This is an optimization exercise on Yosys and OpenROAD, whose aim is small area, a short achievable clock period and few clock cycles, not a production implementation.
The RTL was checked by simulation tests, not by an equivalence proof against the original design.
Power and IR drop assume default switching activity.

==> inputs of try-umber <==
==> flow/design.v (excerpt) <==
module cpu(
    input             Clk,
    input             Reset_N,
    output     [15:0] i_address,
    input      [15:0] i_data,
    output reg        d_readM,
    output reg        d_writeM,
    output     [15:0] d_address,
    output     [15:0] d_wdata,
    input      [15:0] d_rdata,
    output reg [15:0] num_inst,
    output reg [15:0] output_port,
    output reg        is_halted
);
Settings: LEC_CHECK=0, CAP_MARGIN=20, CORE_MARGIN=2, CORE_UTILIZATION=40, SETUP_SLACK_MARGIN=4.5, SLEW_MARGIN=20; clock period 8.0 ns.
run.sh (not shown) runs the stock make flow with config.mk's settings and CLKGATE_MAP_FILE= SYNTH_SCRIPT=/design/flow/synth_recipe.tcl, a recipe that flattens the netlist after the stock synthesis.
==> inputs of try-nickel, as changes to try-umber <==
- SETUP_SLACK_MARGIN: 4.5 -> unset
==> inputs of try-delta, as changes to try-umber <==
==> flow/design.v (replaced) <==
`timescale 1ns / 1ps
module cpu(
    input             Clk,
    input             Reset_N,
    output     [15:0] i_address,
    input      [15:0] i_data,
    output reg        d_readM,
    output reg        d_writeM,
    output     [15:0] d_address,
    output     [15:0] d_wdata,
    input      [15:0] d_rdata,
    output reg [15:0] num_inst,
    output reg [15:0] output_port,
    output reg        is_halted
);
    reg [15:0] pc;
    reg [15:0] r0, r1, r2, r3;
    reg        ex_v;           
    reg [15:0] ex_ir;
    reg [15:0] ex_pc1;         
    reg        ex_pt;          
    reg        ex_wen;         
    reg [1:0]  ex_dst;
    reg        mem_wen;
    reg [1:0]  mem_dst;
    reg        mem_ld;
    reg [15:0] mem_res;        
    reg [15:0] mem_wd;
    assign i_address = pc;
    assign d_address = mem_res;
    assign d_wdata   = mem_wd;
    wire [15:0] mem_val = mem_ld ? d_rdata : mem_res;
    function [15:0] rf;
        input [1:0] a;
        case (a)
            2'd0: rf = r0;
            2'd1: rf = r1;
            2'd2: rf = r2;
            default: rf = r3;
        endcase
    endfunction
    wire [3:0] op  = ex_ir[15:12];
    wire [1:0] rs  = ex_ir[11:10];
    wire [1:0] rt  = ex_ir[9:8];
    wire [5:0] fn  = ex_ir[5:0];
    wire [15:0] simm = {{8{ex_ir[7]}}, ex_ir[7:0]};
    wire [15:0] imm0 = {8'h00, ex_ir[7:0]};
    wire [15:0] a = (mem_wen && mem_dst == rs) ? mem_val : rf(rs);
    wire [15:0] b = (mem_wen && mem_dst == rt) ? mem_val : rf(rt);
    wire is_r   = op == 4'd15;
    wire is_br  = op[3:2] == 2'b00;
    wire is_ld  = op == 4'd7;
    wire is_st  = op == 4'd8;
    wire is_wwd = is_r && fn == 6'd28;
    wire is_hlt = is_r && fn == 6'd29;
    wire is_lnk = op == 4'd10 || (is_r && fn == 6'd26);
    reg [15:0] res;
    always @(*) begin
        case (op)
            4'd4, 4'd7, 4'd8: res = a + simm;
            4'd5:             res = a | imm0;
            4'd6:             res = {ex_ir[7:0], 8'h00};
            default: begin
                if (is_lnk) res = ex_pc1;
                else case (fn[2:0])
                    3'd0: res = a + b;
                    3'd1: res = a - b;
                    3'd2: res = a & b;
                    3'd3: res = a | b;
                    3'd4: res = ~a;
                    3'd5: res = -a;
                    3'd6: res = {a[14:0], 1'b0};
                    default: res = {a[15], a[15:1]};
                endcase
            end
        endcase
    end
    wire eq = a == b;
    reg  cond;
    always @(*) begin
        case (op[1:0])
            2'd0: cond = !eq;
            2'd1: cond = eq;
            2'd2: cond = !a[15] && a != 16'h0000;
            default: cond = a[15];
        endcase
    end
    wire        flush  = ex_v && is_br && (cond != ex_pt);
    wire [15:0] ex_tgt = ex_pc1 + simm;
    wire [15:0] fix_pc = ex_pt ? ex_pc1 : ex_tgt;
    wire [3:0]  iop   = i_data[15:12];
    wire [1:0]  irs   = i_data[11:10];
    wire [15:0] pc1   = pc + 16'd1;
    wire        i_r   = iop == 4'd15;
    wire        i_jmp = iop == 4'd9 || iop == 4'd10;
    wire        i_bt  = iop[3:2] == 2'b00 && i_data[7];
    wire        i_jr  = i_r && (i_data[5:0] == 6'd25 || i_data[5:0] == 6'd26);
    wire        i_wait = i_jr && ex_v && ex_wen && ex_dst == irs;
    wire [15:0] i_rsv = (mem_wen && mem_dst == irs) ? mem_val : rf(irs);
    reg        i_wen;
    reg [1:0]  i_dst;
    always @(*) begin
        i_wen = 1'b0;
        i_dst = i_data[9:8];
        case (iop)
            4'd4, 4'd5, 4'd6, 4'd7: i_wen = 1'b1;
            4'd10: begin i_wen = 1'b1; i_dst = 2'd2; end
            4'd15: begin
                i_dst = i_data[7:6];
                if (i_data[5:3] == 3'd0) i_wen = 1'b1;
                if (i_data[5:0] == 6'd26) begin i_wen = 1'b1; i_dst = 2'd2; end
            end
            default: ;
        endcase
    end
    reg [15:0] npc;
    always @(*) begin
        if (flush)       npc = fix_pc;
        else if (i_wait) npc = pc;
        else if (i_jmp)  npc = {pc1[15:12], i_data[11:0]};
        else if (i_bt)   npc = pc1 + {{8{i_data[7]}}, i_data[7:0]};
        else if (i_jr)   npc = i_rsv;
        else             npc = pc1;
    end
    always @(posedge Clk or negedge Reset_N) begin
        if (!Reset_N) begin
            pc          <= 16'h0000;
            r0 <= 16'h0000; r1 <= 16'h0000; r2 <= 16'h0000; r3 <= 16'h0000;
            ex_v        <= 1'b0;
            ex_wen      <= 1'b0;
            mem_wen     <= 1'b0;
            mem_ld      <= 1'b0;
            d_readM     <= 1'b0;
            d_writeM    <= 1'b0;
            num_inst    <= 16'h0000;
            output_port <= 16'h0000;
            is_halted   <= 1'b0;
        end else begin
            pc <= npc;
            ex_v   <= !flush && !i_wait;
            ex_wen <= !flush && !i_wait && i_wen;
            mem_wen  <= ex_v && ex_wen;
            mem_ld   <= ex_v && is_ld;
            d_readM  <= ex_v && is_ld;
            d_writeM <= ex_v && is_st;
            if (mem_wen) begin
                case (mem_dst)
                    2'd0: r0 <= mem_val;
                    2'd1: r1 <= mem_val;
                    2'd2: r2 <= mem_val;
                    default: r3 <= mem_val;
                endcase
            end
            if (ex_v) num_inst <= num_inst + 16'd1;
            if (ex_v && is_wwd) output_port <= a;
            if (ex_v && is_hlt) is_halted <= 1'b1;
        end
    end
    always @(posedge Clk) begin
        ex_ir   <= i_data;
        ex_pc1  <= pc1;
        ex_pt   <= i_bt;
        ex_dst  <= i_dst;
        mem_dst <= ex_dst;
        mem_res <= res;
        mem_wd  <= b;
    end
endmodule
- SETUP_SLACK_MARGIN: 4.5 -> unset
==> run summary <==
fraction of area in non-clock buffers=0.159; top post-synthesis cells by area=dfrtp_1 23%, dfxtp_1 11%, mux4_2 7.8%; mapped cell area=13,200 µm²; met3 wire length=5.24 mm; hold_sp=ex_ld; Crit-path slowest cell=fa_2; status=complete, no violations; placed insts=1,997; Compound-Gate Fraction of Synth Area=0.209; clock latency (worst-skew pair)=0.46 ns; Logic pwr share=0.650; Area after DPL=14,900 µm²
# the run above: try-umber

==> run summary <==
status=complete, no violations; Logic pwr share=0.626; clock latency (worst-skew pair)=0.46 ns; Compound-Gate Fraction of Synth Area=0.213; fin util=0.474; placed insts=2,129; met3 wire length=4.66 mm; mapped cell area=14,100 µm²; top post-synthesis cells by area=dfrtp_1 21%, dfxtp_1 9.8%, ha_1 9.1%; Crit-path slowest cell=or4b_2
# the run above: try-delta

==> run summary <==
met3 wire length=3.82 mm; WL met1=22.2 mm; antenna cells=0; placed insts=2,005; Compound-Gate Fraction of Synth Area=0.209; Area after DPL=14,800 µm²; status=complete, no violations; Crit-path slowest cell=o211ai_1; hold_sp=ex_ld; fraction of area in non-clock buffers=0.0924; top post-synthesis cells by area=dfrtp_1 23%, dfxtp_1 11%, mux4_2 7.8%
# the run above: try-nickel

Testbench counts of try-umber, summed over its fixed seeds: cycles 315,823.
Testbench counts of try-nickel, summed over its fixed seeds: cycles 315,823.
Testbench counts of try-delta, summed over its fixed seeds: cycles 335,544.

==> what the ideal ports hide <==
Ports are ideal in the flow. The routed layouts listed here were re-timed in OpenROAD. Step 1 (the two cells are an assumption about what drives the block):
set clk [get_ports {Clk}]
set_driving_cell -lib_cell sky130_fd_sc_hd__clkbuf_16 $clk
set_driving_cell -lib_cell sky130_fd_sc_hd__buf_2 [delete_from_list [all_inputs] $clk]
Step 2 moves the port delays by t, midway between the first and last clock arrival at a register: inputs arrive t later, outputs are due t later. That takes back most of the time a late clock gives input paths. Three values: ideal, step 1, step 2; two values: the first two.
run	shift t [ns]	slack for setup (ns)	hold WS [ns]
try-umber	0.497	3.908 / 3.919 / 3.422	0.392 / 0.392 / 0.392
try-nickel	0.514	2.644 / 2.670 / 2.156	0.371 / 0.371 / 0.371
try-delta	0.498	1.969 / 1.990 / 1.492	0.366 / 0.366 / 0.366
After both steps every run listed still meets setup and hold. For try-nickel, which loses most, drivers alone change the setup slack by +0.026 ns; drivers and shift together by -0.488 ns.
